From an optimization exercise on the open Yosys and OpenROAD flow, aimed at small area, a short achievable clock period and few clock cycles per item; shortcuts taken in it are not production practice.
Function was not checked in any run shown here: the RTL went through the layout flow alone.

==> flow/design.v <==
module e203_muldiv (
  input         clk,
  input         rst_n,
  input         i_valid,
  output        i_ready,
  input  [2:0]  i_op,
  input  [31:0] i_rs1,
  input  [31:0] i_rs2,
  output        o_valid,
  input         o_ready,
  output [31:0] o_wdat
);
  function [5:0] lz32;
    input [31:0] v;
    integer i;
    begin
      lz32 = 32;
      for (i = 0; i < 32; i = i + 1)
        if (v[i]) lz32 = 31 - i;
    end
  endfunction
  reg busy, done;
  wire first = ~busy;
  wire start = i_valid & ~busy;
  assign o_valid = done;
  assign i_ready = done & o_ready;
  wire fin = done & o_ready;
  wire op_div = i_op[2];
  wire [32:0] xin = {(i_op[1:0] != 2'd3) & i_rs1[31], i_rs1};
  wire [32:0] yin = {(i_op[1] == 1'b0) & i_rs2[31], i_rs2};
  wire [2:0] nx = (xin[32:9] == {24{xin[32]}}) ? 3'd1 : (xin[32:19] == {14{xin[32]}}) ? 3'd2 : (xin[32:29] == {4{xin[32]}}) ? 3'd3 : 3'd4;
  wire [2:0] ny = (yin[32:9] == {24{yin[32]}}) ? 3'd1 : (yin[32:19] == {14{yin[32]}}) ? 3'd2 : (yin[32:29] == {4{yin[32]}}) ? 3'd3 : 3'd4;
  wire swap_c = (nx < ny - 3'd1);
  wire [33:0] yext = {yin, 1'b0};
  wire [33:0] ysh = $signed(yext) >>> 10;
  reg isdiv, rlo, rop, swp, rst_acc;
  reg [3:0] cnt;
  reg [2:0] nmul;
  reg [33:0] mp;
  reg [32:0] sr, cr;
  reg [9:0] lows, lowc;
  reg [29:0] lo;
  reg cy;
  reg dnorm, bz, sq, srm;
  reg [31:0] rr, bb, qq;
  reg [33:0] dd;
  wire [32:0] xm = (busy & swp) ? yin : xin;
  wire [10:0] ym = first ? {yin[9:0], 1'b0} : mp[10:0];
  wire [42:0] so, co;
  mdv_csa u_csa (.x(xm), .y(ym), .s(sr), .c(cr), .g(first | rst_acc), .so(so), .co(co));
  wire cyin = (cnt == 4'd1) ? 1'b0 : cy;
  wire [10:0] chunk = {1'b0, lows} + {1'b0, lowc} + {10'd0, cyin};
  wire a_neg = ~i_op[0] & i_rs1[31];
  wire b_neg = ~i_op[0] & i_rs2[31];
  wire [31:0] a_abs = a_neg ? (~i_rs1 + 32'd1) : i_rs1;
  wire [31:0] b_abs = b_neg ? (~i_rs2 + 32'd1) : i_rs2;
  wire [5:0] la = lz32(rr);
  wire [5:0] lb = lz32(bb);
  wire q0 = la > lb;
  wire [5:0] sdif = lb - la;
  reg [3:0] dm; reg [5:0] dsh;
  integer ii;
  always @* begin
    dm = 0; dsh = 0;
    for (ii = 0; ii < 11; ii = ii + 1)
      if (sdif >= ii * 3) begin dm = ii + 1; dsh = ii * 3 + 2; end
  end
  wire [33:0] dinit = {2'd0, bb} << dsh;
  wire [31:0] r0 = rr;
  wire [33:0] dv0 = dd >> 0;
  wire [34:0] df0 = {1'b0, r0} - {1'b0, dv0};
  wire qb0 = ~df0[34];
  wire [31:0] r1 = qb0 ? df0[31:0] : r0;
  wire [33:0] dv1 = dd >> 1;
  wire [34:0] df1 = {1'b0, r1} - {1'b0, dv1};
  wire qb1 = ~df1[34];
  wire [31:0] r2 = qb1 ? df1[31:0] : r1;
  wire [33:0] dv2 = dd >> 2;
  wire [34:0] df2 = {1'b0, r2} - {1'b0, dv2};
  wire qb2 = ~df2[34];
  wire [31:0] r3 = qb2 ? df2[31:0] : r2;
  wire [2:0] qbits = {qb0, qb1, qb2};
  always @(posedge clk or negedge rst_n) begin
    if (!rst_n) begin
      busy <= 1'b0;
      done <= 1'b0;
    end else if (fin) begin
      busy <= 1'b0;
      done <= 1'b0;
    end else if (start) begin
      busy <= 1'b1;
      done <= ~op_div & (ny == 3'd1);
    end else if (busy & ~done) begin
      if (isdiv) done <= dnorm ? (bz | q0) : (cnt == 4'd1);
      else done <= (cnt + 4'd1 == {1'd0, nmul});
    end
  end
  always @(posedge clk) begin
    if (start) begin
      isdiv <= op_div;
      rlo <= (i_op[1:0] == 2'd0);
      rop <= i_op[1];
      swp <= swap_c;
      rst_acc <= swap_c;
      cnt <= swap_c ? 4'd0 : 4'd1;
      nmul <= (ny == 3'd1) ? 3'd1 : swap_c ? nx : ny;
      mp <= swap_c ? {xin, 1'b0} : ysh;
      sr <= so[42:10];
      cr <= co[42:10];
      lows <= so[9:0];
      lowc <= co[9:0];
      dnorm <= 1'b1;
      bz <= (i_rs2 == 32'd0);
      sq <= a_neg ^ b_neg;
      srm <= a_neg;
      rr <= a_abs;
      bb <= b_abs;
      qq <= 32'd0;
    end else if (busy & ~done) begin
      if (~isdiv) begin
        rst_acc <= 1'b0;
        cnt <= cnt + 4'd1;
        mp <= $signed(mp) >>> 10;
        sr <= so[42:10];
        cr <= co[42:10];
        lows <= so[9:0];
        lowc <= co[9:0];
        if (cnt != 4'd0) begin
          cy <= chunk[10];
          case (cnt)
            4'd1: lo[9:0] <= chunk[9:0];
            4'd2: lo[19:10] <= chunk[9:0];
            4'd3: lo[29:20] <= chunk[9:0];
            default: ;
          endcase
        end
      end else if (dnorm) begin
        dnorm <= 1'b0;
        cnt <= dm;
        dd <= dinit;
      end else begin
        cnt <= cnt - 4'd1;
        dd <= dd >> 3;
        rr <= r3;
        qq <= {qq[28:0], qbits};
      end
    end
  end
  wire cyf = (cnt == 4'd1) ? 1'b0 : cy;
  wire [42:0] fsum = {sr, lows} + {cr, lowc} + {42'd0, cyf};
  wire [42:0] f = {~fsum[42], fsum[41:0]};
  reg [63:0] prod;
  always @* begin
    case (cnt)
      4'd1: prod = {{21{f[42]}}, f};
      4'd2: prod = {{11{f[42]}}, f, lo[9:0]};
      4'd3: prod = {{1{f[42]}}, f, lo[19:0]};
      4'd4: prod = {f, lo[29:0]};
      default: prod = 64'd0;
    endcase
  end
  wire [31:0] mres = rlo ? prod[31:0] : prod[63:32];
  wire [31:0] dval = rop ? rr : qq;
  wire dneg = rop ? srm : sq;
  wire [31:0] dres = (bz & ~rop) ? 32'hFFFFFFFF : dneg ? (~dval + 32'd1) : dval;
  assign o_wdat = isdiv ? dres : mres;
endmodule
module mdv_csa (
  input  [32:0] x,
  input  [10:0] y,
  input  [32:0] s,
  input  [32:0] c,
  input         g,
  output [42:0] so,
  output [42:0] co
);
  wire [33:0] x34 = {x[32], x};
  wire b0_one = y[0] ^ y[1];
  wire b0_two = (y[2] & ~y[1] & ~y[0]) | (~y[2] & y[1] & y[0]);
  wire b0_neg = y[2];
  wire [33:0] m0 = ({34{b0_one}} & x34) | ({34{b0_two}} & {x34[32:0], 1'b0});
  wire [33:0] p0 = (m0 ^ {34{b0_neg}}) ^ 34'h200000000;
  wire b1_one = y[2] ^ y[3];
  wire b1_two = (y[4] & ~y[3] & ~y[2]) | (~y[4] & y[3] & y[2]);
  wire b1_neg = y[4];
  wire [33:0] m1 = ({34{b1_one}} & x34) | ({34{b1_two}} & {x34[32:0], 1'b0});
  wire [33:0] p1 = (m1 ^ {34{b1_neg}}) ^ 34'h200000000;
  wire b2_one = y[4] ^ y[5];
  wire b2_two = (y[6] & ~y[5] & ~y[4]) | (~y[6] & y[5] & y[4]);
  wire b2_neg = y[6];
  wire [33:0] m2 = ({34{b2_one}} & x34) | ({34{b2_two}} & {x34[32:0], 1'b0});
  wire [33:0] p2 = (m2 ^ {34{b2_neg}}) ^ 34'h200000000;
  wire b3_one = y[6] ^ y[7];
  wire b3_two = (y[8] & ~y[7] & ~y[6]) | (~y[8] & y[7] & y[6]);
  wire b3_neg = y[8];
  wire [33:0] m3 = ({34{b3_one}} & x34) | ({34{b3_two}} & {x34[32:0], 1'b0});
  wire [33:0] p3 = (m3 ^ {34{b3_neg}}) ^ 34'h200000000;
  wire b4_one = y[8] ^ y[9];
  wire b4_two = (y[10] & ~y[9] & ~y[8]) | (~y[10] & y[9] & y[8]);
  wire b4_neg = y[10];
  wire [33:0] m4 = ({34{b4_one}} & x34) | ({34{b4_two}} & {x34[32:0], 1'b0});
  wire [33:0] p4 = (m4 ^ {34{b4_neg}}) ^ 34'h200000000;
  wire [32:0] se = {s[32] | g, s[31:0] & {32{~g}}};
  wire [32:0] ce = c & {33{~g}};
  wire t1 = p0[6] ^ p1[4];
  wire t2 = p0[6] & p1[4];
  wire t3 = p0[7] ^ p1[5];
  wire t4 = p0[7] & p1[5];
  wire t5 = p0[8] ^ p1[6] ^ p2[4];
  wire t6 = (p0[8] & p1[6]) | (p0[8] & p2[4]) | (p1[6] & p2[4]);
  wire t7 = p3[2] ^ p4[0];
  wire t8 = p3[2] & p4[0];
  wire t9 = p0[9] ^ p1[7] ^ p2[5];
  wire t10 = (p0[9] & p1[7]) | (p0[9] & p2[5]) | (p1[7] & p2[5]);
  wire t11 = p3[3] ^ p4[1];
  wire t12 = p3[3] & p4[1];
  wire t13 = p0[10] ^ p1[8] ^ p2[6];
  wire t14 = (p0[10] & p1[8]) | (p0[10] & p2[6]) | (p1[8] & p2[6]);
  wire t15 = p3[4] ^ p4[2];
  wire t16 = p3[4] & p4[2];
  wire t17 = p0[11] ^ p1[9] ^ p2[7];
  wire t18 = (p0[11] & p1[9]) | (p0[11] & p2[7]) | (p1[9] & p2[7]);
  wire t19 = p3[5] ^ p4[3];
  wire t20 = p3[5] & p4[3];
  wire t21 = p0[12] ^ p1[10] ^ p2[8];
  wire t22 = (p0[12] & p1[10]) | (p0[12] & p2[8]) | (p1[10] & p2[8]);
  wire t23 = p3[6] ^ p4[4];
  wire t24 = p3[6] & p4[4];
  wire t25 = p0[13] ^ p1[11] ^ p2[9];
  wire t26 = (p0[13] & p1[11]) | (p0[13] & p2[9]) | (p1[11] & p2[9]);
  wire t27 = p3[7] ^ p4[5];
  wire t28 = p3[7] & p4[5];
  wire t29 = p0[14] ^ p1[12] ^ p2[10];
  wire t30 = (p0[14] & p1[12]) | (p0[14] & p2[10]) | (p1[12] & p2[10]);
  wire t31 = p3[8] ^ p4[6];
  wire t32 = p3[8] & p4[6];
  wire t33 = p0[15] ^ p1[13] ^ p2[11];
  wire t34 = (p0[15] & p1[13]) | (p0[15] & p2[11]) | (p1[13] & p2[11]);
  wire t35 = p3[9] ^ p4[7];
  wire t36 = p3[9] & p4[7];
  wire t37 = p0[16] ^ p1[14] ^ p2[12];
  wire t38 = (p0[16] & p1[14]) | (p0[16] & p2[12]) | (p1[14] & p2[12]);
  wire t39 = p3[10] ^ p4[8];
  wire t40 = p3[10] & p4[8];
  wire t41 = p0[17] ^ p1[15] ^ p2[13];
  wire t42 = (p0[17] & p1[15]) | (p0[17] & p2[13]) | (p1[15] & p2[13]);
  wire t43 = p3[11] ^ p4[9];
  wire t44 = p3[11] & p4[9];
  wire t45 = p0[18] ^ p1[16] ^ p2[14];
  wire t46 = (p0[18] & p1[16]) | (p0[18] & p2[14]) | (p1[16] & p2[14]);
  wire t47 = p3[12] ^ p4[10];
  wire t48 = p3[12] & p4[10];
  wire t49 = p0[19] ^ p1[17] ^ p2[15];
  wire t50 = (p0[19] & p1[17]) | (p0[19] & p2[15]) | (p1[17] & p2[15]);
  wire t51 = p3[13] ^ p4[11];
  wire t52 = p3[13] & p4[11];
  wire t53 = p0[20] ^ p1[18] ^ p2[16];
  wire t54 = (p0[20] & p1[18]) | (p0[20] & p2[16]) | (p1[18] & p2[16]);
  wire t55 = p3[14] ^ p4[12];
  wire t56 = p3[14] & p4[12];
  wire t57 = p0[21] ^ p1[19] ^ p2[17];
  wire t58 = (p0[21] & p1[19]) | (p0[21] & p2[17]) | (p1[19] & p2[17]);
  wire t59 = p3[15] ^ p4[13];
  wire t60 = p3[15] & p4[13];
  wire t61 = p0[22] ^ p1[20] ^ p2[18];
  wire t62 = (p0[22] & p1[20]) | (p0[22] & p2[18]) | (p1[20] & p2[18]);
  wire t63 = p3[16] ^ p4[14];
  wire t64 = p3[16] & p4[14];
  wire t65 = p0[23] ^ p1[21] ^ p2[19];
  wire t66 = (p0[23] & p1[21]) | (p0[23] & p2[19]) | (p1[21] & p2[19]);
  wire t67 = p3[17] ^ p4[15];
  wire t68 = p3[17] & p4[15];
  wire t69 = p0[24] ^ p1[22] ^ p2[20];
  wire t70 = (p0[24] & p1[22]) | (p0[24] & p2[20]) | (p1[22] & p2[20]);
  wire t71 = p3[18] ^ p4[16];
  wire t72 = p3[18] & p4[16];
  wire t73 = p0[25] ^ p1[23] ^ p2[21];
  wire t74 = (p0[25] & p1[23]) | (p0[25] & p2[21]) | (p1[23] & p2[21]);
  wire t75 = p3[19] ^ p4[17];
  wire t76 = p3[19] & p4[17];
  wire t77 = p0[26] ^ p1[24] ^ p2[22];
  wire t78 = (p0[26] & p1[24]) | (p0[26] & p2[22]) | (p1[24] & p2[22]);
  wire t79 = p3[20] ^ p4[18];
  wire t80 = p3[20] & p4[18];
  wire t81 = p0[27] ^ p1[25] ^ p2[23];
  wire t82 = (p0[27] & p1[25]) | (p0[27] & p2[23]) | (p1[25] & p2[23]);
  wire t83 = p3[21] ^ p4[19];
  wire t84 = p3[21] & p4[19];
  wire t85 = p0[28] ^ p1[26] ^ p2[24];
  wire t86 = (p0[28] & p1[26]) | (p0[28] & p2[24]) | (p1[26] & p2[24]);
  wire t87 = p3[22] ^ p4[20];
  wire t88 = p3[22] & p4[20];
  wire t89 = p0[29] ^ p1[27] ^ p2[25];
  wire t90 = (p0[29] & p1[27]) | (p0[29] & p2[25]) | (p1[27] & p2[25]);
  wire t91 = p3[23] ^ p4[21];
  wire t92 = p3[23] & p4[21];
  wire t93 = p0[30] ^ p1[28] ^ p2[26];
  wire t94 = (p0[30] & p1[28]) | (p0[30] & p2[26]) | (p1[28] & p2[26]);
  wire t95 = p3[24] ^ p4[22];
  wire t96 = p3[24] & p4[22];
  wire t97 = p0[31] ^ p1[29] ^ p2[27];
  wire t98 = (p0[31] & p1[29]) | (p0[31] & p2[27]) | (p1[29] & p2[27]);
  wire t99 = p3[25] ^ p4[23];
  wire t100 = p3[25] & p4[23];
  wire t101 = p0[32] ^ p1[30] ^ p2[28];
  wire t102 = (p0[32] & p1[30]) | (p0[32] & p2[28]) | (p1[30] & p2[28]);
  wire t103 = p3[26] ^ p4[24] ^ se[32];
  wire t104 = (p3[26] & p4[24]) | (p3[26] & se[32]) | (p4[24] & se[32]);
  wire t105 = p0[33] ^ p1[31];
  wire t106 = p0[33] & p1[31];
  wire t107 = p0[2] ^ p1[0];
  wire t108 = p0[2] & p1[0];
  wire t109 = p0[3] ^ p1[1];
  wire t110 = p0[3] & p1[1];
  wire t111 = p0[4] ^ p1[2] ^ p2[0];
  wire t112 = (p0[4] & p1[2]) | (p0[4] & p2[0]) | (p1[2] & p2[0]);
  wire t113 = b2_neg ^ se[4];
  wire t114 = b2_neg & se[4];
  wire t115 = p0[5] ^ p1[3] ^ p2[1];
  wire t116 = (p0[5] & p1[3]) | (p0[5] & p2[1]) | (p1[3] & p2[1]);
  wire t117 = se[5] ^ ce[5];
  wire t118 = se[5] & ce[5];
  wire t119 = p2[2] ^ p3[0] ^ b3_neg;
  wire t120 = (p2[2] & p3[0]) | (p2[2] & b3_neg) | (p3[0] & b3_neg);
  wire t121 = se[6] ^ ce[6] ^ t1;
  wire t122 = (se[6] & ce[6]) | (se[6] & t1) | (ce[6] & t1);
  wire t123 = p2[3] ^ p3[1] ^ se[7];
  wire t124 = (p2[3] & p3[1]) | (p2[3] & se[7]) | (p3[1] & se[7]);
  wire t125 = ce[7] ^ t2 ^ t3;
  wire t126 = (ce[7] & t2) | (ce[7] & t3) | (t2 & t3);
  wire t127 = b4_neg ^ se[8] ^ ce[8];
  wire t128 = (b4_neg & se[8]) | (b4_neg & ce[8]) | (se[8] & ce[8]);
  wire t129 = t4 ^ t5 ^ t7;
  wire t130 = (t4 & t5) | (t4 & t7) | (t5 & t7);
  wire t131 = se[9] ^ ce[9] ^ t6;
  wire t132 = (se[9] & ce[9]) | (se[9] & t6) | (ce[9] & t6);
  wire t133 = t8 ^ t9 ^ t11;
  wire t134 = (t8 & t9) | (t8 & t11) | (t9 & t11);
  wire t135 = se[10] ^ ce[10] ^ t10;
  wire t136 = (se[10] & ce[10]) | (se[10] & t10) | (ce[10] & t10);
  wire t137 = t12 ^ t13 ^ t15;
  wire t138 = (t12 & t13) | (t12 & t15) | (t13 & t15);
  wire t139 = se[11] ^ ce[11] ^ t14;
  wire t140 = (se[11] & ce[11]) | (se[11] & t14) | (ce[11] & t14);
  wire t141 = t16 ^ t17 ^ t19;
  wire t142 = (t16 & t17) | (t16 & t19) | (t17 & t19);
  wire t143 = se[12] ^ ce[12] ^ t18;
  wire t144 = (se[12] & ce[12]) | (se[12] & t18) | (ce[12] & t18);
  wire t145 = t20 ^ t21 ^ t23;
  wire t146 = (t20 & t21) | (t20 & t23) | (t21 & t23);
  wire t147 = se[13] ^ ce[13] ^ t22;
  wire t148 = (se[13] & ce[13]) | (se[13] & t22) | (ce[13] & t22);
  wire t149 = t24 ^ t25 ^ t27;
  wire t150 = (t24 & t25) | (t24 & t27) | (t25 & t27);
  wire t151 = se[14] ^ ce[14] ^ t26;
  wire t152 = (se[14] & ce[14]) | (se[14] & t26) | (ce[14] & t26);
  wire t153 = t28 ^ t29 ^ t31;
  wire t154 = (t28 & t29) | (t28 & t31) | (t29 & t31);
  wire t155 = se[15] ^ ce[15] ^ t30;
  wire t156 = (se[15] & ce[15]) | (se[15] & t30) | (ce[15] & t30);
  wire t157 = t32 ^ t33 ^ t35;
  wire t158 = (t32 & t33) | (t32 & t35) | (t33 & t35);
  wire t159 = se[16] ^ ce[16] ^ t34;
  wire t160 = (se[16] & ce[16]) | (se[16] & t34) | (ce[16] & t34);
  wire t161 = t36 ^ t37 ^ t39;
  wire t162 = (t36 & t37) | (t36 & t39) | (t37 & t39);
  wire t163 = se[17] ^ ce[17] ^ t38;
  wire t164 = (se[17] & ce[17]) | (se[17] & t38) | (ce[17] & t38);
  wire t165 = t40 ^ t41 ^ t43;
  wire t166 = (t40 & t41) | (t40 & t43) | (t41 & t43);
  wire t167 = se[18] ^ ce[18] ^ t42;
  wire t168 = (se[18] & ce[18]) | (se[18] & t42) | (ce[18] & t42);
  wire t169 = t44 ^ t45 ^ t47;
  wire t170 = (t44 & t45) | (t44 & t47) | (t45 & t47);
  wire t171 = se[19] ^ ce[19] ^ t46;
  wire t172 = (se[19] & ce[19]) | (se[19] & t46) | (ce[19] & t46);
  wire t173 = t48 ^ t49 ^ t51;
  wire t174 = (t48 & t49) | (t48 & t51) | (t49 & t51);
  wire t175 = se[20] ^ ce[20] ^ t50;
  wire t176 = (se[20] & ce[20]) | (se[20] & t50) | (ce[20] & t50);
  wire t177 = t52 ^ t53 ^ t55;
  wire t178 = (t52 & t53) | (t52 & t55) | (t53 & t55);
  wire t179 = se[21] ^ ce[21] ^ t54;
  wire t180 = (se[21] & ce[21]) | (se[21] & t54) | (ce[21] & t54);
  wire t181 = t56 ^ t57 ^ t59;
  wire t182 = (t56 & t57) | (t56 & t59) | (t57 & t59);
  wire t183 = se[22] ^ ce[22] ^ t58;
  wire t184 = (se[22] & ce[22]) | (se[22] & t58) | (ce[22] & t58);
  wire t185 = t60 ^ t61 ^ t63;
  wire t186 = (t60 & t61) | (t60 & t63) | (t61 & t63);
  wire t187 = se[23] ^ ce[23] ^ t62;
  wire t188 = (se[23] & ce[23]) | (se[23] & t62) | (ce[23] & t62);
  wire t189 = t64 ^ t65 ^ t67;
  wire t190 = (t64 & t65) | (t64 & t67) | (t65 & t67);
  wire t191 = se[24] ^ ce[24] ^ t66;
  wire t192 = (se[24] & ce[24]) | (se[24] & t66) | (ce[24] & t66);
  wire t193 = t68 ^ t69 ^ t71;
  wire t194 = (t68 & t69) | (t68 & t71) | (t69 & t71);
  wire t195 = se[25] ^ ce[25] ^ t70;
  wire t196 = (se[25] & ce[25]) | (se[25] & t70) | (ce[25] & t70);
  wire t197 = t72 ^ t73 ^ t75;
  wire t198 = (t72 & t73) | (t72 & t75) | (t73 & t75);
  wire t199 = se[26] ^ ce[26] ^ t74;
  wire t200 = (se[26] & ce[26]) | (se[26] & t74) | (ce[26] & t74);
  wire t201 = t76 ^ t77 ^ t79;
  wire t202 = (t76 & t77) | (t76 & t79) | (t77 & t79);
  wire t203 = se[27] ^ ce[27] ^ t78;
  wire t204 = (se[27] & ce[27]) | (se[27] & t78) | (ce[27] & t78);
  wire t205 = t80 ^ t81 ^ t83;
  wire t206 = (t80 & t81) | (t80 & t83) | (t81 & t83);
  wire t207 = se[28] ^ ce[28] ^ t82;
  wire t208 = (se[28] & ce[28]) | (se[28] & t82) | (ce[28] & t82);
  wire t209 = t84 ^ t85 ^ t87;
  wire t210 = (t84 & t85) | (t84 & t87) | (t85 & t87);
  wire t211 = se[29] ^ ce[29] ^ t86;
  wire t212 = (se[29] & ce[29]) | (se[29] & t86) | (ce[29] & t86);
  wire t213 = t88 ^ t89 ^ t91;
  wire t214 = (t88 & t89) | (t88 & t91) | (t89 & t91);
  wire t215 = se[30] ^ ce[30] ^ t90;
  wire t216 = (se[30] & ce[30]) | (se[30] & t90) | (ce[30] & t90);
  wire t217 = t92 ^ t93 ^ t95;
  wire t218 = (t92 & t93) | (t92 & t95) | (t93 & t95);
  wire t219 = se[31] ^ ce[31] ^ t94;
  wire t220 = (se[31] & ce[31]) | (se[31] & t94) | (ce[31] & t94);
  wire t221 = t96 ^ t97 ^ t99;
  wire t222 = (t96 & t97) | (t96 & t99) | (t97 & t99);
  wire t223 = ce[32] ^ 1'b1 ^ t98;
  wire t224 = (ce[32] & 1'b1) | (ce[32] & t98) | (1'b1 & t98);
  wire t225 = t100 ^ t101 ^ t103;
  wire t226 = (t100 & t101) | (t100 & t103) | (t101 & t103);
  wire t227 = p2[29] ^ p3[27] ^ p4[25];
  wire t228 = (p2[29] & p3[27]) | (p2[29] & p4[25]) | (p3[27] & p4[25]);
  wire t229 = t102 ^ t104 ^ t105;
  wire t230 = (t102 & t104) | (t102 & t105) | (t104 & t105);
  wire t231 = p1[32] ^ p2[30] ^ p3[28];
  wire t232 = (p1[32] & p2[30]) | (p1[32] & p3[28]) | (p2[30] & p3[28]);
  wire t233 = p4[26] ^ 1'b1 ^ t106;
  wire t234 = (p4[26] & 1'b1) | (p4[26] & t106) | (1'b1 & t106);
  wire t235 = p1[33] ^ p2[31] ^ p3[29];
  wire t236 = (p1[33] & p2[31]) | (p1[33] & p3[29]) | (p2[31] & p3[29]);
  wire t237 = p2[32] ^ p3[30];
  wire t238 = p2[32] & p3[30];
  wire t239 = p0[0] ^ b0_neg;
  wire t240 = p0[0] & b0_neg;
  wire t241 = p0[1] ^ se[1];
  wire t242 = p0[1] & se[1];
  wire t243 = b1_neg ^ se[2] ^ ce[2];
  wire t244 = (b1_neg & se[2]) | (b1_neg & ce[2]) | (se[2] & ce[2]);
  wire t245 = se[3] ^ ce[3] ^ t108;
  wire t246 = (se[3] & ce[3]) | (se[3] & t108) | (ce[3] & t108);
  wire t247 = ce[4] ^ t110 ^ t111;
  wire t248 = (ce[4] & t110) | (ce[4] & t111) | (t110 & t111);
  wire t249 = t112 ^ t114 ^ t115;
  wire t250 = (t112 & t114) | (t112 & t115) | (t114 & t115);
  wire t251 = t116 ^ t118 ^ t119;
  wire t252 = (t116 & t118) | (t116 & t119) | (t118 & t119);
  wire t253 = t120 ^ t122 ^ t123;
  wire t254 = (t120 & t122) | (t120 & t123) | (t122 & t123);
  wire t255 = t124 ^ t126 ^ t127;
  wire t256 = (t124 & t126) | (t124 & t127) | (t126 & t127);
  wire t257 = t128 ^ t130 ^ t131;
  wire t258 = (t128 & t130) | (t128 & t131) | (t130 & t131);
  wire t259 = t132 ^ t134 ^ t135;
  wire t260 = (t132 & t134) | (t132 & t135) | (t134 & t135);
  wire t261 = t136 ^ t138 ^ t139;
  wire t262 = (t136 & t138) | (t136 & t139) | (t138 & t139);
  wire t263 = t140 ^ t142 ^ t143;
  wire t264 = (t140 & t142) | (t140 & t143) | (t142 & t143);
  wire t265 = t144 ^ t146 ^ t147;
  wire t266 = (t144 & t146) | (t144 & t147) | (t146 & t147);
  wire t267 = t148 ^ t150 ^ t151;
  wire t268 = (t148 & t150) | (t148 & t151) | (t150 & t151);
  wire t269 = t152 ^ t154 ^ t155;
  wire t270 = (t152 & t154) | (t152 & t155) | (t154 & t155);
  wire t271 = t156 ^ t158 ^ t159;
  wire t272 = (t156 & t158) | (t156 & t159) | (t158 & t159);
  wire t273 = t160 ^ t162 ^ t163;
  wire t274 = (t160 & t162) | (t160 & t163) | (t162 & t163);
  wire t275 = t164 ^ t166 ^ t167;
  wire t276 = (t164 & t166) | (t164 & t167) | (t166 & t167);
  wire t277 = t168 ^ t170 ^ t171;
  wire t278 = (t168 & t170) | (t168 & t171) | (t170 & t171);
  wire t279 = t172 ^ t174 ^ t175;
  wire t280 = (t172 & t174) | (t172 & t175) | (t174 & t175);
  wire t281 = t176 ^ t178 ^ t179;
  wire t282 = (t176 & t178) | (t176 & t179) | (t178 & t179);
  wire t283 = t180 ^ t182 ^ t183;
  wire t284 = (t180 & t182) | (t180 & t183) | (t182 & t183);
  wire t285 = t184 ^ t186 ^ t187;
  wire t286 = (t184 & t186) | (t184 & t187) | (t186 & t187);
  wire t287 = t188 ^ t190 ^ t191;
  wire t288 = (t188 & t190) | (t188 & t191) | (t190 & t191);
  wire t289 = t192 ^ t194 ^ t195;
  wire t290 = (t192 & t194) | (t192 & t195) | (t194 & t195);
  wire t291 = t196 ^ t198 ^ t199;
  wire t292 = (t196 & t198) | (t196 & t199) | (t198 & t199);
  wire t293 = t200 ^ t202 ^ t203;
  wire t294 = (t200 & t202) | (t200 & t203) | (t202 & t203);
  wire t295 = t204 ^ t206 ^ t207;
  wire t296 = (t204 & t206) | (t204 & t207) | (t206 & t207);
  wire t297 = t208 ^ t210 ^ t211;
  wire t298 = (t208 & t210) | (t208 & t211) | (t210 & t211);
  wire t299 = t212 ^ t214 ^ t215;
  wire t300 = (t212 & t214) | (t212 & t215) | (t214 & t215);
  wire t301 = t216 ^ t218 ^ t219;
  wire t302 = (t216 & t218) | (t216 & t219) | (t218 & t219);
  wire t303 = t220 ^ t222 ^ t223;
  wire t304 = (t220 & t222) | (t220 & t223) | (t222 & t223);
  wire t305 = t224 ^ t226 ^ t227;
  wire t306 = (t224 & t226) | (t224 & t227) | (t226 & t227);
  wire t307 = t228 ^ t230 ^ t231;
  wire t308 = (t228 & t230) | (t228 & t231) | (t230 & t231);
  wire t309 = p4[27] ^ t232 ^ t234;
  wire t310 = (p4[27] & t232) | (p4[27] & t234) | (t232 & t234);
  wire t311 = p4[28] ^ 1'b1 ^ t236;
  wire t312 = (p4[28] & 1'b1) | (p4[28] & t236) | (1'b1 & t236);
  wire t313 = p2[33] ^ p3[31] ^ p4[29];
  wire t314 = (p2[33] & p3[31]) | (p2[33] & p4[29]) | (p3[31] & p4[29]);
  wire t315 = p3[32] ^ p4[30];
  wire t316 = p3[32] & p4[30];
  wire t317 = se[0] ^ ce[0];
  wire t318 = se[0] & ce[0];
  wire t319 = ce[1] ^ t240 ^ t241;
  wire t320 = (ce[1] & t240) | (ce[1] & t241) | (t240 & t241);
  wire t321 = t107 ^ t242 ^ t243;
  wire t322 = (t107 & t242) | (t107 & t243) | (t242 & t243);
  wire t323 = t109 ^ t244 ^ t245;
  wire t324 = (t109 & t244) | (t109 & t245) | (t244 & t245);
  wire t325 = t113 ^ t246 ^ t247;
  wire t326 = (t113 & t246) | (t113 & t247) | (t246 & t247);
  wire t327 = t117 ^ t248 ^ t249;
  wire t328 = (t117 & t248) | (t117 & t249) | (t248 & t249);
  wire t329 = t121 ^ t250 ^ t251;
  wire t330 = (t121 & t250) | (t121 & t251) | (t250 & t251);
  wire t331 = t125 ^ t252 ^ t253;
  wire t332 = (t125 & t252) | (t125 & t253) | (t252 & t253);
  wire t333 = t129 ^ t254 ^ t255;
  wire t334 = (t129 & t254) | (t129 & t255) | (t254 & t255);
  wire t335 = t133 ^ t256 ^ t257;
  wire t336 = (t133 & t256) | (t133 & t257) | (t256 & t257);
  wire t337 = t137 ^ t258 ^ t259;
  wire t338 = (t137 & t258) | (t137 & t259) | (t258 & t259);
  wire t339 = t141 ^ t260 ^ t261;
  wire t340 = (t141 & t260) | (t141 & t261) | (t260 & t261);
  wire t341 = t145 ^ t262 ^ t263;
  wire t342 = (t145 & t262) | (t145 & t263) | (t262 & t263);
  wire t343 = t149 ^ t264 ^ t265;
  wire t344 = (t149 & t264) | (t149 & t265) | (t264 & t265);
  wire t345 = t153 ^ t266 ^ t267;
  wire t346 = (t153 & t266) | (t153 & t267) | (t266 & t267);
  wire t347 = t157 ^ t268 ^ t269;
  wire t348 = (t157 & t268) | (t157 & t269) | (t268 & t269);
  wire t349 = t161 ^ t270 ^ t271;
  wire t350 = (t161 & t270) | (t161 & t271) | (t270 & t271);
  wire t351 = t165 ^ t272 ^ t273;
  wire t352 = (t165 & t272) | (t165 & t273) | (t272 & t273);
  wire t353 = t169 ^ t274 ^ t275;
  wire t354 = (t169 & t274) | (t169 & t275) | (t274 & t275);
  wire t355 = t173 ^ t276 ^ t277;
  wire t356 = (t173 & t276) | (t173 & t277) | (t276 & t277);
  wire t357 = t177 ^ t278 ^ t279;
  wire t358 = (t177 & t278) | (t177 & t279) | (t278 & t279);
  wire t359 = t181 ^ t280 ^ t281;
  wire t360 = (t181 & t280) | (t181 & t281) | (t280 & t281);
  wire t361 = t185 ^ t282 ^ t283;
  wire t362 = (t185 & t282) | (t185 & t283) | (t282 & t283);
  wire t363 = t189 ^ t284 ^ t285;
  wire t364 = (t189 & t284) | (t189 & t285) | (t284 & t285);
  wire t365 = t193 ^ t286 ^ t287;
  wire t366 = (t193 & t286) | (t193 & t287) | (t286 & t287);
  wire t367 = t197 ^ t288 ^ t289;
  wire t368 = (t197 & t288) | (t197 & t289) | (t288 & t289);
  wire t369 = t201 ^ t290 ^ t291;
  wire t370 = (t201 & t290) | (t201 & t291) | (t290 & t291);
  wire t371 = t205 ^ t292 ^ t293;
  wire t372 = (t205 & t292) | (t205 & t293) | (t292 & t293);
  wire t373 = t209 ^ t294 ^ t295;
  wire t374 = (t209 & t294) | (t209 & t295) | (t294 & t295);
  wire t375 = t213 ^ t296 ^ t297;
  wire t376 = (t213 & t296) | (t213 & t297) | (t296 & t297);
  wire t377 = t217 ^ t298 ^ t299;
  wire t378 = (t217 & t298) | (t217 & t299) | (t298 & t299);
  wire t379 = t221 ^ t300 ^ t301;
  wire t380 = (t221 & t300) | (t221 & t301) | (t300 & t301);
  wire t381 = t225 ^ t302 ^ t303;
  wire t382 = (t225 & t302) | (t225 & t303) | (t302 & t303);
  wire t383 = t229 ^ t304 ^ t305;
  wire t384 = (t229 & t304) | (t229 & t305) | (t304 & t305);
  wire t385 = t233 ^ t306 ^ t307;
  wire t386 = (t233 & t306) | (t233 & t307) | (t306 & t307);
  wire t387 = t235 ^ t308 ^ t309;
  wire t388 = (t235 & t308) | (t235 & t309) | (t308 & t309);
  wire t389 = t237 ^ t310 ^ t311;
  wire t390 = (t237 & t310) | (t237 & t311) | (t310 & t311);
  wire t391 = t238 ^ t312 ^ t313;
  wire t392 = (t238 & t312) | (t238 & t313) | (t312 & t313);
  wire t393 = 1'b1 ^ t314 ^ t315;
  wire t394 = (1'b1 & t314) | (1'b1 & t315) | (t314 & t315);
  wire t395 = p3[33] ^ p4[31] ^ t316;
  wire t396 = (p3[33] & p4[31]) | (p3[33] & t316) | (p4[31] & t316);
  wire t397 = p4[32] ^ 1'b1;
  wire t398 = p4[32] & 1'b1;
  assign so = {1'b0, p4[33], t396, t394, t392, t390, t388, t386, t384, t382, t380, t378, t376, t374, t372, t370, t368, t366, t364, t362, t360, t358, t356, t354, t352, t350, t348, t346, t344, t342, t340, t338, t336, t334, t332, t330, t328, t326, t324, t322, t320, t318, t239};
  assign co = {1'b0, t398, t397, t395, t393, t391, t389, t387, t385, t383, t381, t379, t377, t375, t373, t371, t369, t367, t365, t363, t361, t359, t357, t355, t353, t351, t349, t347, t345, t343, t341, t339, t337, t335, t333, t331, t329, t327, t325, t323, t321, t319, t317};
endmodule
==> flow/run.sh <==
#!/bin/bash
# synth_recipe.tcl (not shown) runs the flow's synth.tcl, then flattens the netlist and writes it again
# the make line also repeats each setting of config.mk as NAME=value (left out here)
make -C /OpenROAD-flow-scripts/flow DESIGN_CONFIG=/design/flow/config.mk WORK_HOME=/design/flow/orfs CLKGATE_MAP_FILE= SYNTH_SCRIPT=/design/flow/synth_recipe.tcl finish
==> flow/config.mk <==
export PLATFORM = sky130hd
export DESIGN_NAME = e203_muldiv
export DESIGN_NICKNAME = e203_muldiv
export VERILOG_FILES = /design/flow/design.v
export SDC_FILE = /design/flow/constraint.sdc
export NUM_CORES = 8
export LEC_CHECK = 0
export CAP_MARGIN = 20
export CORE_MARGIN = 2
export CORE_UTILIZATION = 40
export SLEW_MARGIN = 20
==> flow/constraint.sdc <==
create_clock -name core_clock -period 11.0 [get_ports {clk}]
set_input_delay 2.2000 -clock core_clock [delete_from_list [all_inputs] [get_ports {clk}]]
set_output_delay 2.2000 -clock core_clock [all_outputs]
set_load 0.01 [all_outputs]
==> run_results.csv, run 1 <==
group,metric,value,unit
setup_path,arrival,10.22,ns
setup_path,critical-path-max-stage-delay,0.57,ns
logic_synthesis,synth_top_family_by_area,"compound AO/OA/AOI/OAI gates",
placed_design,portBuffers,104,
clock_tree,cts.sinks,297,
logic_synthesis,synthXorXnorAreaFrac,9.36,%
sta,worst_slew_pin_slew,1.32,ns
finish,mostFrequentLayoutCells,"389 x nand2_1, 301 x inv_1, 282 x xnor2_1, 279 x nor2_1, 277 x a21oi_1",
setup_path,rr_worst_depth,35,
die,die_w,300,µm
grt,overflow,0,
clock_tree,root_buffer,"clkbuf_16",
grt,grt_max_degree,78,
logic_synthesis,synth-adder-area-share,16.2,%
clock_tree,cts_tree,"done",
routing,post_drt_wl_per_cell,24.7,µm
logic_synthesis,yosys_warnings,1,
setup_path,path_class,"reg2reg",
setup_path,rr_startpoint,"rr[0]",
routing,via_per_inst,6.19,
routing,dr.pass1.iters,6,
sta,max_slew_margin,10.7,%
finish,drive_gt1_share,6.23,%
logic_synthesis,synthTopCellsByArea,"edfxtp_1 23%, fa_1 9.3%, xnor2_1 7.2%",
setup_path,path_depth,35,
logic_synthesis,yosys.cell_types.count,100,
finish,final_common_cell,"nand2_1",
logic_synthesis,synth-main-ff-cell,"edfxtp_1",
sta,tns,0,ns
logic_synthesis,netlist_instances,4087,
setup_path,crit_family,"compound AO/OA/AOI/OAI gates",
sta,grt_setup_unrepaired,"false",
die,core_area,0.0866,mm²
setup_path,cp.required,11.28,ns
logic_synthesis,syn_nets,4513,
clock_tree,cts_setup_buffers,0,
sta,finalHoldViolCount,0,
routing,dr_total_vias,32500,
clock_tree,ctsResizeCount,0,
setup_path,worstSetupStartpointType,"register",
die,io_pins,105,
grt,grt_pass1_wl,196000,µm
sta,fin_crit,9.93,ns
logic_synthesis,muxShareOfSynthArea,6.30,%
sta,skew,0.0363,ns
grt,grt_util_all_layers,28.2,%
clock_tree,hold_buffers,0,
clock_tree,clock_latency,0.59,ns
routing,drc,0,
finish,nets,4488,
placed_design,place_hpwl,100000,µm
setup_path,crit_slowest_cell,"o21a_1",
logic_synthesis,synth.top_cell.area_share,22.5,%
clock_tree,htreeDepth,2,
clock_tree,cts_buffer_depth,3,
logic_synthesis,synth_area,0.0349,mm²
outcome,status,"complete, no violations",
routing,first_iter_violations,3828,
placed_design,gp_congestion,0.953,
setup_path,cp_num_buf_inv,5,
die,start_util,40.3,%
run,maxCapViolCount,0,
routing,final_antenna_net_count,0,
worst_hold_path,whs_path_depth,2,
logic_synthesis,synth_top_area_cell,"edfxtp_1",
finish,area_growth,10.2,%
setup_path,cp_max_fo,28,
logic_synthesis,yosysSeqAreaShare,24.6,%
worst_hold_path,worst_hold_path_type,"reg2reg",
logic_synthesis,syn_area_per_cell,8.55,µm²
die,design.die.area,0.0897,mm²
setup_path,cpMostUsedCell,"o21ai_0",
routing,wirelength,130000,µm
finish,post-route-cell-area,0.0385,mm²
die,rows,108,
clock_tree,cts.reportedPaths.clkPinSlew,0.06,ns
logic_synthesis,synth_edf_count,262,
die,fp.dieH,300,µm
logic_synthesis,synth_compound_area_share,23.3,%
logic_synthesis,synthSimpleGateAreaFrac,14.2,%
sta,finalMaxSlewViolations,0,
sta,fin_crit_sh,90.3,%
setup_path,cp-end-kind,"register",
logic_synthesis,async_flop_share,0.673,%
placed_design,placed_area,0.0371,mm²
finish,fin_util,44.4,%
sta,setup-violations-final,0,
worst_hold_path,hold_start,"qq[29]",
logic_synthesis,postSynthRegisterBits,297,
clock_tree,numCtsBuffers,39,
sta,max_freq,101,MHz
grt,grt_pass1_vias,30700,
grt,antenna_found_initial,5,
setup_path,crit_start,"rr[0]",
[tightest hold or removal path: stages (launching register included)]
cell     delay, ns
dfxtp_1       0.31
nand2_1       0.05
o21ai_0       0.06
[per-stage QoR]
stage                     worst slack (ns)  hold WS (ns)  cells
after floorplan                      0.868         0.435   4087
after global placement                1.38         0.449   5173
after detailed placement              1.24         0.449   5173
after CTS                             1.21         0.471   5244
after global routing                 0.255         0.502   5247
final                                 1.07         0.474   5250
[metal layers]
layer | routed length, µm | GRT usage, % | vias up | share of wire, %
li1 | - | - | 14800 | -
met1 | 56700 | 39.5 | 15900 | 44
met2 | 57800 | 44.3 | 1509 | 45
met3 | 10300 | 4.52 | 255 | 7.9
met5 | 27 | 0 | - | 0.021
met4 | 4920 | 9.67 | 4 | 3.8
[path summary, 6_finish.rpt]
| path | to | slack [ns] |
|---|---|---|
| setup / recovery | rr[5] | 1.07 |
| hold reg to reg | qq[29] | 0.47 |
| min in group asynchronous | busy | 1.80 |
| max in group asynchronous | done | 9.06 |
| setup reg to reg | rr[5] | 1.07 |
| hold / removal | qq[29] | 0.47 |
[layout make-up]
type	instances	area (µm²)
clock buffers	50	1070
clock inverters	21	269
flip-flops and latches	297	8580
diodes	3	7.51
multi-input cells	3244	24400
well taps	1155	1450
inverters	307	1150
fillers	8557	48100
repair buffers	173	1590
[synthesized netlist by cell type, drive strengths merged (28+ instances only)]
cell,number
and2,46
a211oi,47
dfxtp,33
o21ai,220
edfxtp,262
nand2b,30
inv,306
mux2,46
a21oi,286
ha,192
fa,163
xor2,84
o21a,39
a31oi,56
o22ai,186
mux2i,158
o31ai,31
nand2,392
a21o,66
clkbuf,182
a221oi,43
o211ai,28
xnor2,287
and3,30
nand3,66
nor3,93
nor2,283
buf,57
[flip-flops by register name, indices dropped and copies added, names as in the netlist, 3 cells and up]
register / cells
rr: 32
lowc: 10
cnt: 4
dd: 34
qq: 32
bb: 32
cr: 32
nmul: 3
sr: 32
lows: 10
lo: 30
mp: 34
[cells by family (layout without fill, tap and decap cells)]
kind of cell	Yosys count	count (layout)
compound gates	1229	1229
xor+xnor	371	371
fa+ha+maj	355	355
buf+inv	546	551
flops	297	297
mux	208	208
other cells	0	3
simple gates	1081	1081
==> run 2: changes to the inputs <==
--- a/flow/config.mk
+++ b/flow/config.mk
@@ -6,6 +6,8 @@
 export NUM_CORES = 8
 export LEC_CHECK = 0
+export ABC_CLOCK_PERIOD_IN_PS = 4000
 export CAP_MARGIN = 20
 export CORE_MARGIN = 2
 export CORE_UTILIZATION = 40
+export SETUP_SLACK_MARGIN = 5
 export SLEW_MARGIN = 20
==> run_results.csv, run 2 <==
group,metric,value,unit
sta,skew,0.0300,ns
die,design.die.area,0.0897,mm²
routing,first_iter_violations,3834,
grt,grt_pass1_vias,32200,
die,core_area,0.0866,mm²
finish,final_cells,5459,
logic_synthesis,synth_top_area_cell,"edfxtp_1",
routing,drc,0,
die,fp.dieH,300,µm
die,rows,108,
setup_path,rr_startpoint,"dd[23]",
logic_synthesis,synthTopCellsByCount,"391 x nand2_1, 301 x inv_1, 286 x xnor2_1, 282 x a21oi_1, 282 x nor2_1",
logic_synthesis,async_flop_share,0.673,%
sta,fin_crit,8.03,ns
setup_path,reg2reg_slack,2.97,ns
routing,post_drt_wl_per_cell,25.3,µm
finish,post-route-cell-area,0.0426,mm²
setup_path,critical-path-max-stage-delay,0.41,ns
logic_synthesis,synthTopCellsByArea,"edfxtp_1 23%, fa_1 9.3%, xnor2_1 7.2%",
logic_synthesis,synth-main-ff-cell,"edfxtp_1",
grt,antenna_found_initial,6,
clock_tree,root_buffer,"clkbuf_16",
routing,dr_total_vias,34200,
run,maxCapViolCount,0,
finish,area_growth,21.9,%
setup_path,rr_worst_depth,34,
sta,setup-violations-final,0,
logic_synthesis,yosysSeqAreaShare,24.6,%
clock_tree,cts.sinks,297,
setup_path,worstSetupStartpointType,"register",
sta,max_slew_margin,22.6,%
logic_synthesis,yosysMostFrequentCell,"nand2_1",
placed_design,gp_congestion,0.928,
clock_tree,clock_latency,0.58,ns
routing,via_per_inst,6.26,
outcome,status,"complete, no violations",
placed_design,dp_cells,5168,
setup_path,cp.required,11.26,ns
worst_hold_path,worst_hold_path_type,"reg2reg",
setup_path,path_class,"reg2reg",
logic_synthesis,syn_area_per_cell,8.55,µm²
sta,tns,0,ns
logic_synthesis,yosys.cell_types.count,100,
setup_path,cp_max_fo,8,
logic_synthesis,yosys_warnings,1,
finish,fillerInstances,8195,
setup_path,cp-end-kind,"register",
setup_path,crit_slowest_cell,"edfxtp_1",
routing,dr.pass1.iters,8,
grt,overflow,0,
routing,final_antenna_net_count,0,
logic_synthesis,synth_edf_count,262,
clock_tree,numCtsBuffers,40,
setup_path,cpMostUsedCell,"o21ai_4",
die,io_pins,105,
grt,grt_max_degree,85,
die,start_util,40.3,%
sta,finalHoldViolCount,0,
worst_hold_path,whs_path_depth,2,
sta,worst_slew_pin_slew,1.16,ns
logic_synthesis,netlist_instances,4087,
finish,drive_gt1_share,18.3,%
routing,wirelength,138000,µm
finish,final_common_cell,"nand2_1",
setup_path,timing.rr.end,"rr[17]",
finish,mostFrequentLayoutCells,"384 x nand2_1, 286 x inv_1, 267 x xnor2_1, 263 x nor2_1, 262 x edfxtp_1",
clock_tree,cts_tree,"done",
placed_design,placed_area,0.0373,mm²
clock_tree,htreeDepth,2,
setup_path,arrival,8.29,ns
worst_hold_path,hold_start,"qq[29]",
logic_synthesis,synth_area,0.0349,mm²
grt,grt_util_all_layers,29.5,%
sta,max_freq,125,MHz
die,die_w,300,µm
finish,reg_top3,"dd (34), mp (34)",
logic_synthesis,postSynthRegisterBits,297,
grt,grt_pass1_wl,203000,µm
worst_hold_path,hold-path-endpoint,"qq[29]",
logic_synthesis,synth.top_cell.area_share,22.5,%
sta,fin_crit_sh,73.0,%
finish,nets,4698,
placed_design,portBuffers,104,
logic_synthesis,syn_nets,4513,
placed_design,place_hpwl,99700,µm
clock_tree,cts_buffer_depth,3,
sta,finalMaxSlewViolations,0,
clock_tree,cts.reportedPaths.clkPinSlew,0.07,ns
sta,grt_setup_unrepaired,"true",
## run 2: stage by stage
| stage | setup WS (ns) | hold WS (ns) | utilization [%] |
|---|---|---|---|
| 2_1_floorplan | 3.26 | 0.435 | - |
| 3_3_place_gp | 1.78 | 0.449 | 43.0 |
| 3_5_place_dp | 1.64 | 0.453 | 43.1 |
| 4_1_cts | 3.06 | 0.467 | 47.4 |
| 5_1_grt | 2.75 | 0.487 | 49.2 |
| 6_report | 2.97 | 0.464 | 49.2 |
## run 2: cell type report
type | count | area (µm²) | share of cell area, %
clock inverter | 24 | 268 | 0.629
inverter | 307 | 1170 | 2.75
tap | 1155 | 1450 | 3.39
clock buffer | 48 | 1030 | 2.42
multi-input combinational | 3250 | 26500 | 62.3
antenna | 2 | 5.00 | 0.0118
sequential | 297 | 8580 | 20.1
timing repair buffer | 376 | 3540 | 8.31
## run 2: cell families (layout without fill, tap and decap cells)
kind of cell,after synthesis,count (layout),share of synthesized area (%)
adder cells (fa/ha/maj),355,355,16.2
buffers and inverters,546,755,6.14
multiplexers,208,208,6.30
AO/OA/AOI/OAI,1229,1233,23.3
XOR/XNOR,371,371,9.36
AND/OR/NAND/NOR,1081,1083,14.2
flip-flops,297,297,24.6
other,0,2,0
## run 2: what timing repair did
item | 4_1_cts | 5_1_grt
pin swaps | 105 | 86
hold buffers | 0 | 0
setup endpoints to repair | 185 | 177
setup buffers | 134 | 66
gates cloned | 13 | 2
resized for setup | 380 | 195
## run 2: worst max-delay path by stage
stage | start | end | slack (ns) | cells after the start
floorplan | rr[0] | rr[24] | 3.26 | 39
global placement | rr[0] | rr[7] | 1.78 | 34
detailed placement | rr[0] | rr[4] | 1.64 | 34
CTS | rr[0] | rr[18] | 3.06 | 37
global route | rr[11] | rr[21] | 2.75 | 32
finish | dd[23] | rr[17] | 2.97 | 34
## run 2: worst max-delay path, delay by kind of cell, from the launching register on
kind,cells,cell delay [ns]
AND/OR/NAND/NOR,3,0.81
flip-flops,1,0.41
buffers and inverters,6,0.79
adder cells (fa/ha/maj),4,1.01
multiplexers,2,0.56
AO/OA/AOI/OAI,19,4.08
## run 2: per-layer routing
| metal | up-vias | share of wire [%] | GRT usage (%) | routed length (µm) |
|---|---|---|---|---|
| met5 | - | 0.019 | 0 | 26 |
| met1 | 16800 | 42 | 40.4 | 57800 |
| li1 | 15300 | - | - | - |
| met4 | 4 | 4.1 | 11.0 | 5590 |
| met3 | 316 | 9.2 | 5.57 | 12700 |
| met2 | 1831 | 45 | 46.1 | 61800 |

## re-timing with driven ports
In the flow no input, the clock included, has a driving cell. The finished layouts below were timed again as built, in two steps.
Step 1 sets driving cells, clkbuf_16 on the clock port and buf_2 on the other inputs (assumed; they add their load-dependent delay and slew).
Step 2 times the ports against the registers' clock, not the clock port: input delays grow and output delays shrink by t, the midpoint of the rising clock arrivals with the driver on.
Three values: no drivers, after step 1, after step 2; two values: the first two.
| run | t (ns) | setup slack, ns | worst setup path after step 2 | clock arrival spread, ns | worst data-port slew with drivers (ns) |
|---|---|---|---|---|---|
| run 1 | 0.633 | 1.067 / 1.067 / 1.067 | register to register | 0.038 / 0.038 | 0.06 |
| run 2 | 0.636 | 2.968 / 2.968 / 2.968 | register to register | 0.036 / 0.036 | 0.17 |
After both steps every run listed still meets setup and hold.
